Background: an optimization exercise with open tools, aiming at small area, a short achievable clock period and few clock cycles per item. Do not read the settings as production practice.
Only simulation tests tie the RTL to the original design; equivalence was not proved.
Power figures rest on the tool's default switching activity, not on a simulated workload.

==> flow/design.v (outline; a module is shown in full before it is edited, if it fits) <==
// module Raptor64Mult: 2480 lines
// module pgc: 6 lines
// module gpn: 6 lines
// module gn: 5 lines
// module digq: 10 lines
// module bmx: 5 lines
// module bx: 5 lines
// module bxn: 5 lines
// module fa3: 6 lines
// module ha2: 6 lines
// module fa1c: 6 lines
module Raptor64Mult(rst, clk, ld, sgn, isMuli, a, b, imm, o, done);
  // ...
==> flow/run.sh <==
#!/bin/bash
# synth_recipe.tcl (not shown) runs the flow's synth.tcl, then flattens the netlist and writes it again
# the make line also repeats each setting of config.mk as NAME=value (left out here)
make -C /OpenROAD-flow-scripts/flow DESIGN_CONFIG=/design/flow/config.mk WORK_HOME=/design/flow/orfs CLKGATE_MAP_FILE= SYNTH_SCRIPT=/design/flow/synth_recipe.tcl finish
==> flow/config.mk <==
export PLATFORM = sky130hd
export DESIGN_NAME = Raptor64Mult
export DESIGN_NICKNAME = Raptor64Mult
export VERILOG_FILES = /design/flow/design.v
export SDC_FILE = /design/flow/constraint.sdc
export NUM_CORES = 4
export LEC_CHECK = 0
export ABC_CLOCK_PERIOD_IN_PS = 3000
export CAP_MARGIN = 20
export CORE_MARGIN = 2
export CORE_UTILIZATION = 55
export SETUP_SLACK_MARGIN = 5
export SLEW_MARGIN = 20
export SYNTH_HIERARCHICAL = 1
export SYNTH_MINIMUM_KEEP_SIZE = 0
==> flow/constraint.sdc <==
create_clock -name core_clock -period 10.0 [get_ports {clk}]
set_input_delay 2.0000 -clock core_clock [delete_from_list [all_inputs] [get_ports {clk}]]
set_output_delay 2.0000 -clock core_clock [all_outputs]
set_load 0.01 [all_outputs]
==> results.yml, run 1 <==
status:
  status: "no timing/DRC/antenna violations"
route:
  drt_iter0_markers: 1847
  wire_per_inst_um: 25.5
  via_per_inst: 6.05
  highest_layer: "met4"
  drtPass1Iterations: 6
place:
  place_ws_ns: 5.66
die:
  start_util: 0.554
  fp-row-count: 90
global_route:
  grt_use_total: 0.333
  gr-usage-met2: 0.546
  gr-usage-met3: 0.0637
timing:
  holdWs_ns: 0.458
  hold_violations: 0
  finalClockSkew_ns: 0.0423
setup_path:
  cpMostUsedCell: "fa_1"
  critPathBufInv: 0
  cpPeakStageDelay_ns: 1.13
  r2r-end: "sr[23]$_SDFF_PN0_"
  crit_slowest_cell: "dfxtp_1"
  critPathKind: "flop to flop"
yosys:
  synth_async_sr_flop_share: 0
  synth-edff-count: 0
  yosysTopAreaCell: "fa_1"
  synth.area.mux_share: 0.0203
  synth_area_um2: 33300
  synth_compound_area_frac: 0.186
power_and_ir_drop:
  p_comb_mw: 10.2
  swShare: 0.442
  p_total_mw: 15.0
clocking:
  ctsRootBufferMaster: "clkbuf_16"
  cts_hold_buffers: 0
  post_cts_resized: 0
cells_and_area:
  fillCellCount: 4752
  seq_cell_count: 425
  clkbuf_count: 61
Testbench counts, summed over its fixed seeds: cycles 19,200, items 2,400.
==> run 2, diff against run 1 <==
--- a/flow/config.mk
+++ b/flow/config.mk
@@ -8,3 +8,3 @@
 export ABC_CLOCK_PERIOD_IN_PS = 3000
-export CAP_MARGIN = 20
+export CAP_MARGIN = 50
 export CORE_MARGIN = 2
@@ -12,3 +12,3 @@
 export SETUP_SLACK_MARGIN = 5
-export SLEW_MARGIN = 20
+export SLEW_MARGIN = 70
 export SYNTH_HIERARCHICAL = 1
==> run 2 against run 1 <==
  * Setup slack improved by 0.26 ns
  * Final area rose by 1.8%
  * Worst hold slack got worse by 0.0035 ns
  * Register-to-register slack improved by 0.56 ns
  * Synthesized area did not move
  * Utilization rose by 1.2 points
  * Clock skew fell by 0.0062 ns
  * Synthesized cell count did not move
  * Sequential share of layout area rose by 0.20 points
  * Combinational power barely moved
  * Final cell count rose by 0.32%
  * Critical path type is now flop to output pin
  * Critical endpoint is now o[2]
  * Highest routed layer unchanged
==> results.yml, run 2 <==
cells_and_area:
  top_regs: "dr (70), sr (66), ar (65)"
  post-route-util: 0.666
  syn2layout_area_growth_pct: 20.2
  fin_cells: 4060
  drive_gt1_frac: 0.0763
  mostFrequentLayoutCells: "xor2_1 (512), a22o_1 (455), fa_1 (452)"
  regMostFlops: "dr"
  final_net_count: 4004
  final_common_cell: "xor2_1"
  final_area_um2: 40000
  largest_register_ffs: 70
die:
  fp-row-count: 90
  dieWidth_um: 250
  dieArea_um2: 62500
  die_y_um: 250
  start_util: 0.554
  ioPinCount: 326
  core_um2: 60000
power_and_ir_drop:
  p_total_mw: 15.2
  p_leak_nw: 19.3
  vdd_drop_max_uv: 181
  power_density_nw_per_um2: 380
timing:
  setup_ws_ns: 6.35
  maxSlewViolCount: 0
  rsz0062_at_grt: "no"
  min_period_over_period: 0.365
  holdWs_ns: 0.454
  fmax_mhz: 274
  hold_violations: 0
  setup_viol: 0
  period_minus_slack_ns: 3.65
  finalClockSkew_ns: 0.0362
  setup_tns_ns: 0
route:
  drt_iter0_markers: 2050
  wire_per_inst_um: 25.6
  postRouteAntennaNets: 0
  via_per_inst: 6.07
  num_vias: 24600
  drtPass1Iterations: 5
  drt-total-wl_um: 104000
  route.detailed.drc: 0
place:
  place_ws_ns: 6.04
  dp_hpwl_um: 76000
  portBuffers: 325
  placed_area_um2: 38100
  globalplace.congestion: 0.903
  dpl.cell_count: 3966
yosys:
  synth_area_um2: 33300
  synth-edff-count: 0
  ys_seq_elements: 425
  synth.avg_cell_area_um2: 11.6
  ys.flop_type: "dfxtp_1"
  synth.most_common_cell: "xor2_1"
  synth.area.mux_share: 0.0203
  yosysSeqAreaShare: 0.256
  synth_top_area_share: 0.272
  synth_area_leaders: "fa_1 (27%), dfxtp_1 (26%), xor2_1 (13%)"
  synth_compound_area_frac: 0.186
  synth_async_sr_flop_share: 0
  synth_top_family_by_area: "adder cells"
  netlist_instances: 2862
  synth-xor-area-share: 0.139
  yosysTopAreaCell: "fa_1"
  yosys_warnings: 8
  synth_adder_area_share: 0.317
  synth-simple-area-share: 0.0733
  synth_cell_type_count: 55
  synth_common_cells: "xor2_1 (512), a22o_1 (455), fa_1 (452)"
clocking:
  numClockSinks: 425
  clockBufferDepth: 3
  ctsRootBufferMaster: "clkbuf_16"
  cts_buffers: 49
  cts_setup_buffers: 0
  htreeDepth: 2
  cts_tree: "yes"
  clk_pin_slew_ns: 0.06
  post_cts_resized: 0
  cts_hold_buffers: 0
  worstSkewPairLatency_ns: 0.64
setup_path:
  cp.required_ns: 8.00
  crit_fanout: 3
  crit_arrival_ns: 1.65
  crit_chain: "clkdlybuf4s50_1"
  crit_path_end_kind: "output pin"
  critPathKind: "flop to output pin"
  crit_slowest_cell: "clkdlybuf4s50_1"
  cpPeakStageDelay_ns: 0.64
  path_delay_family: "buffers and inverters"
  critPathLaunchType: "flop"
  critPathBufInv: 1
global_route:
  grt.overflow.total: 0
  antenna_found_initial: 1
  grt_pass1_vias: 26300
  grt_use_total: 0.336
  grt_max_degree: 66
  grt_pass1_wl_um: 161000
job:
  cap_violations: 0
status:
  status: "no timing/DRC/antenna violations"
hold_path:
  hp-class: "flop to flop"
[run 2: cell counts after synthesis]
Identical to the previous run, type by type.
[run 2: per-module statistics from Yosys, one instance, submodules excluded]
module / cell area, µm² / flops+latches / copies in the design / cells inside
gpn: 13.8 / 0 / 137 / 2
digq: 420 / 21 / 3 / 21
bmx: 8.76 / 0 / 455 / 1
gn: 7.51 / 0 / 61 / 1
bx: 8.76 / 0 / 448 / 1
pgc: 12.5 / 0 / 72 / 1
fa1c: 27.5 / 0 / 2 / 5
ha2: 12.5 / 0 / 13 / 1
fa3: 20.0 / 0 / 449 / 1
Raptor64Mult: 11600 / 362 / 1 / 1010
bxn: 8.76 / 0 / 7 / 1
[run 2: logic make-up after synthesis]
group,count (synthesis)
XOR/XNOR,527
buffers and inverters,69
AND/OR/NAND/NOR,432
other,1
flip-flops,425
AO/OA/AOI/OAI,770
adder cells (fa/ha/maj),571
multiplexers,67
[run 2: path summary, 6_finish.rpt]
| kind | from | end | slack (ns) | cells after the start |
|---|---|---|---|---|
| setup / recovery | dr[2]$_DFF_P_ | o[2] | 6.35 | 1 |
| setup reg to reg | u_q0.one[0]$_DFF_P_ | lsr[13]$_SDFF_PN0_ | 6.65 | 8 |
| hold reg to reg | dr[69]$_DFF_P_ | dr[55]$_DFF_P_ | 0.45 | 2 |
| hold / removal | dr[69]$_DFF_P_ | dr[55]$_DFF_P_ | 0.45 | 2 |
[run 2: report_power, final]
part	internal [mW]	total (mW)	leakage, nW	switching [mW]
Combinational	5.09	10.3	14.9	5.19
Sequential	2.24	2.93	3.57	0.689
Clock	1.18	1.99	0.867	0.818
Total	8.51	15.2	19.3	6.70
[run 2: metal layers]
metal | wire, µm | track usage | up-vias | share of wire
li1 | - | - | 10800 | -
met1 | 42600 | 0.449 | 12400 | 0.41
met2 | 48800 | 0.542 | 1204 | 0.47
met3 | 8490 | 0.0622 | 208 | 0.082
met4 | 4180 | 0.130 | 0 | 0.040
met5 | 0 | 0 | - | 0
[run 2: cell type report]
| type | count | area [µm²] |
|---|---|---|
| Clock inverter | 31 | 455 |
| Tap cell | 782 | 978 |
| Timing Repair Buffer | 364 | 3850 |
| Antenna cell | 1 | 2.50 |
| Multi-Input combinational cell | 2369 | 24500 |
| Inverter | 27 | 101 |
| Sequential cell | 425 | 8760 |
| Clock buffer | 61 | 1340 |
| Fill cell | 4627 | 20000 |
==> run 3, diff against run 2 <==
==> flow/flow/run.sh (new file) <==
#!/bin/bash
# Own layout flow: the standard layout (standard.sh, unchanged synthesis and
# steps), run with a larger setup repair margin than config.mk accepts, so that
# repair_timing keeps working on paths until they fit in a shorter period.
# The clock, constraints and design are the standard flow's; only the repair target moves.
set -euo pipefail
MARGIN=$(cat flow/margin.txt)
sed -e "s/SETUP_SLACK_MARGIN=[-0-9.]*/SETUP_SLACK_MARGIN=${MARGIN}/" standard.sh > standard_margin.sh
grep -q "SETUP_SLACK_MARGIN=${MARGIN}" standard_margin.sh
bash standard_margin.sh > standard_margin.log 2>&1
==> flow/flow/margin.txt (new file) <==
6.8
==> flow/standard.sh (new file) <==
#!/bin/bash
# synth_recipe.tcl (not shown) runs the flow's synth.tcl, then flattens the netlist and writes it again
# the make line also repeats each setting of config.mk as NAME=value (left out here)
make -C /OpenROAD-flow-scripts/flow DESIGN_CONFIG=/design/flow/config.mk WORK_HOME=/design/flow/orfs CLKGATE_MAP_FILE= SYNTH_SCRIPT=/design/flow/synth_recipe.tcl "${@:-finish}"
removed: flow/run.sh
==> run 3 against run 2 <==
  * Sequential power shrank 6%
  * Worst hold slack got worse by 0.016 ns
  * Critical path type is now flop to flop
  * Synthesized cell count is the same
  * Global-route usage is 2.1 points higher
  * Largest cell class unchanged
  * Clock skew increased by 0.018 ns
==> results.yml, run 3 <==
timing:
  period_minus_slack_ns: 3.33
  rsz0062_at_grt: "yes"
  setup_tns_ns: 0
  tightestPinTransition_ns: 0.544
  finalClockSkew_ns: 0.0539
  maxSlewViolCount: 0
  setup_viol: 0
  fmax_mhz: 300
  hold_violations: 0
  setup_ws_ns: 6.67
  min_period_over_period: 0.333
  max_slew_margin: 0.634
die:
  die_y_um: 250
  start_util: 0.554
  ioPinCount: 326
  core_um2: 60000
  dieArea_um2: 62500
  dieWidth_um: 250
  fp-row-count: 90
place:
  globalplace.congestion: 0.900
  dp_hpwl_um: 77100
  portBuffers: 325
  place_ws_ns: 6.39
setup_path:
  rrSetupSlack_ns: 6.67
  crit_arrival_ns: 3.84
  critPathKind: "flop to flop"
  crit_path_end_kind: "flop"
  critPathBufInv: 1
  cpMostUsedCell: "fa_2"
  crit_slowest_cell: "fa_2"
  path_delay_family: "adder cells"
  critPathLaunchType: "flop"
  crit_chain: "buf_12, a22o_1, xor2_2, fa_2, fa_2, fa_2, fa_1, and2_1"
  cpPeakStageDelay_ns: 0.61
  crit_fanout: 11
  cp.required_ns: 10.51
global_route:
  antenna_found_initial: 1
  grt_use_total: 0.357
  grt_pass1_wl_um: 169000
  grt.overflow.total: 0
  grt_pass1_vias: 27200
  grt_max_degree: 54
clocking:
  worstSkewPairLatency_ns: 0.63
  cts_tree: "yes"
  cts_buffers: 49
  numClockSinks: 425
  htreeDepth: 2
  cts_hold_buffers: 0
  clockBufferDepth: 3
  clk_pin_slew_ns: 0.07
  ctsRootBufferMaster: "clkbuf_16"
cells_and_area:
  final_net_count: 4171
  antenna_cells: 0
  drive_gt1_frac: 0.275
  largest_register_ffs: 70
  top_regs: "dr (70), sr (66), ar (65)"
  regMostFlops: "dr"
  mostFrequentLayoutCells: "a22o_1 (441), xor2_1 (327), and2_1 (291)"
  final_common_cell: "a22o_1"
  syn2layout_area_growth_pct: 32.7
yosys:
  synth-edff-count: 0
  synth_top_area_share: 0.272
  yosys_warnings: 8
  synth_common_cells: "xor2_1 (512), a22o_1 (455), fa_1 (452)"
  synth.most_common_cell: "xor2_1"
  netlist_instances: 2862
  ys.flop_type: "dfxtp_1"
  synth_async_sr_flop_share: 0
  yosysSeqAreaShare: 0.256
  synth_area_leaders: "fa_1 (27%), dfxtp_1 (26%), xor2_1 (13%)"
  yosysTopAreaCell: "fa_1"
  synth_area_um2: 33300
  synth_cell_type_count: 55
  synth.avg_cell_area_um2: 11.6
  ys_seq_elements: 425
power_and_ir_drop:
  p_total_mw: 16.6
  power_density_nw_per_um2: 377
  vdd_drop_max_uv: 236
  p_leak_nw: 20.7
route:
  route.detailed.drc: 0
  wire_per_inst_um: 28.2
  via_per_inst: 6.32
  num_vias: 26700
  postRouteAntennaNets: 0
  drt-total-wl_um: 119000
  drt_iter0_markers: 2818
  drtPass1Iterations: 6
hold_path:
  hp-class: "flop to flop"
status:
  status: "no timing/DRC/antenna violations"
job:
  cap_violations: 0
==> run 3: layer usage <==
layer,up-vias,routed length [µm],GRT usage
li1,11000,-,-
met1,13300,44300,0.456
met2,1866,54500,0.578
met3,467,13100,0.0839
met4,2,7370,0.158
met5,-,13,0
==> run 3: worst reg2reg max path, stage by stage, from the launching register on <==
cell     delay [ns]
dfxtp_4        0.40
buf_12         0.17
a22o_1         0.26
xor2_2         0.24
fa_2           0.52
fa_2           0.42
fa_2           0.61
fa_1           0.43
and2_1         0.17
==> run 3: layout make-up <==
type                    instances  area (µm²)
repair buffers                531        5890
well taps                     782         978
clock inverters                33         380
multi-input cells            2369       26500
fillers                      4054       15900
flip-flops and latches        425        9030
inverters                      27         101
clock buffers                  57        1280
==> run 3: timing repair <==
action	CTS	global route
setup endpoints to repair	175	122
pin swaps	34	221
buffers inserted	81	82
resized for setup	564	401
==> run 3: cells by family after synthesis <==
family | count (synthesis) | synth area share
compound gates | 770 | 0.186
mux | 67 | 0.0203
xor+xnor | 527 | 0.139
other cells | 1 | 0.000113
buf+inv | 69 | 0.00880
simple gates | 432 | 0.0733
fa+ha+maj | 571 | 0.317
flops | 425 | 0.256
==> run 3: modules after synthesis (local to each module, per instance) <==
module	flip-flops and latches	copies in the design
bx	0	448
fa1c	0	2
fa3	0	449
bmx	0	455
digq	21	3
ha2	0	13
gn	0	61
pgc	0	72
gpn	0	137
bxn	0	7
Raptor64Mult	362	1
==> run 3: power by group <==
group / total, mW / switching, mW / internal (mW)
logic: 12.0 / 6.10 / 5.91
registers: 2.76 / 0.526 / 2.24
clock network: 1.87 / 0.810 / 1.06
==> run 3: through the flow <==
step	instances	hold WS, ns	instance area, µm²	util
2_1_floorplan	2863	0.359	33300	-
3_3_place_gp	3937	0.433	37400	0.623
3_5_place_dp	3963	0.444	38400	0.639
4_1_cts	4134	0.445	41200	0.686
5_1_grt	4224	0.463	44100	0.736
6_report	4224	0.438	44100	0.736
==> run 3: final timing paths <==
kind / cells past startpoint / to / from
max: 8 / sr[34]$_SDFF_PN0_ / u_q1.one[2]$_DFF_P_
min: 1 / ph[6]$_SDFF_PP0_ / ph[5]$_SDFF_PP0_
max reg2reg: 8 / sr[34]$_SDFF_PN0_ / u_q1.one[2]$_DFF_P_
min reg2reg: 1 / ph[6]$_SDFF_PP0_ / ph[5]$_SDFF_PP0_

-- what the ideal ports hide --
In the flow no input, the clock included, has a driving cell. The finished layouts below were timed again as built, in two steps. Step 1 assumes that a clkbuf_16 drives the clock port and a buf_2 every other input. Step 2, shift: input delay + t, output delay - t, t = (earliest + latest rising clock arrival at the registers) / 2. This alone moves slack from input paths to output paths. Slacks: ideal ports / drivers / drivers and shift; pairs: ideal ports / drivers.
| run | shift t [ns] | setup slack, ns | worst setup path at the end | worst data-port slew with drivers (ns) | cell pins on the clock port's net |
|---|---|---|---|---|---|
| run 1 | 0.686 | 6.093 / 6.093 / 5.657 | input to register | 0.10 | 1 |
| run 2 | 0.679 | 6.354 / 6.292 / 5.992 | input to register | 0.09 | 1 |
| run 3 | 0.673 | 6.666 / 6.666 / 6.130 | input to register | 0.07 | 1 |
After both steps every run listed still meets setup and hold. For run 3, which loses most, drivers alone change the setup slack by 0.000 ns; drivers and shift together by -0.536 ns.
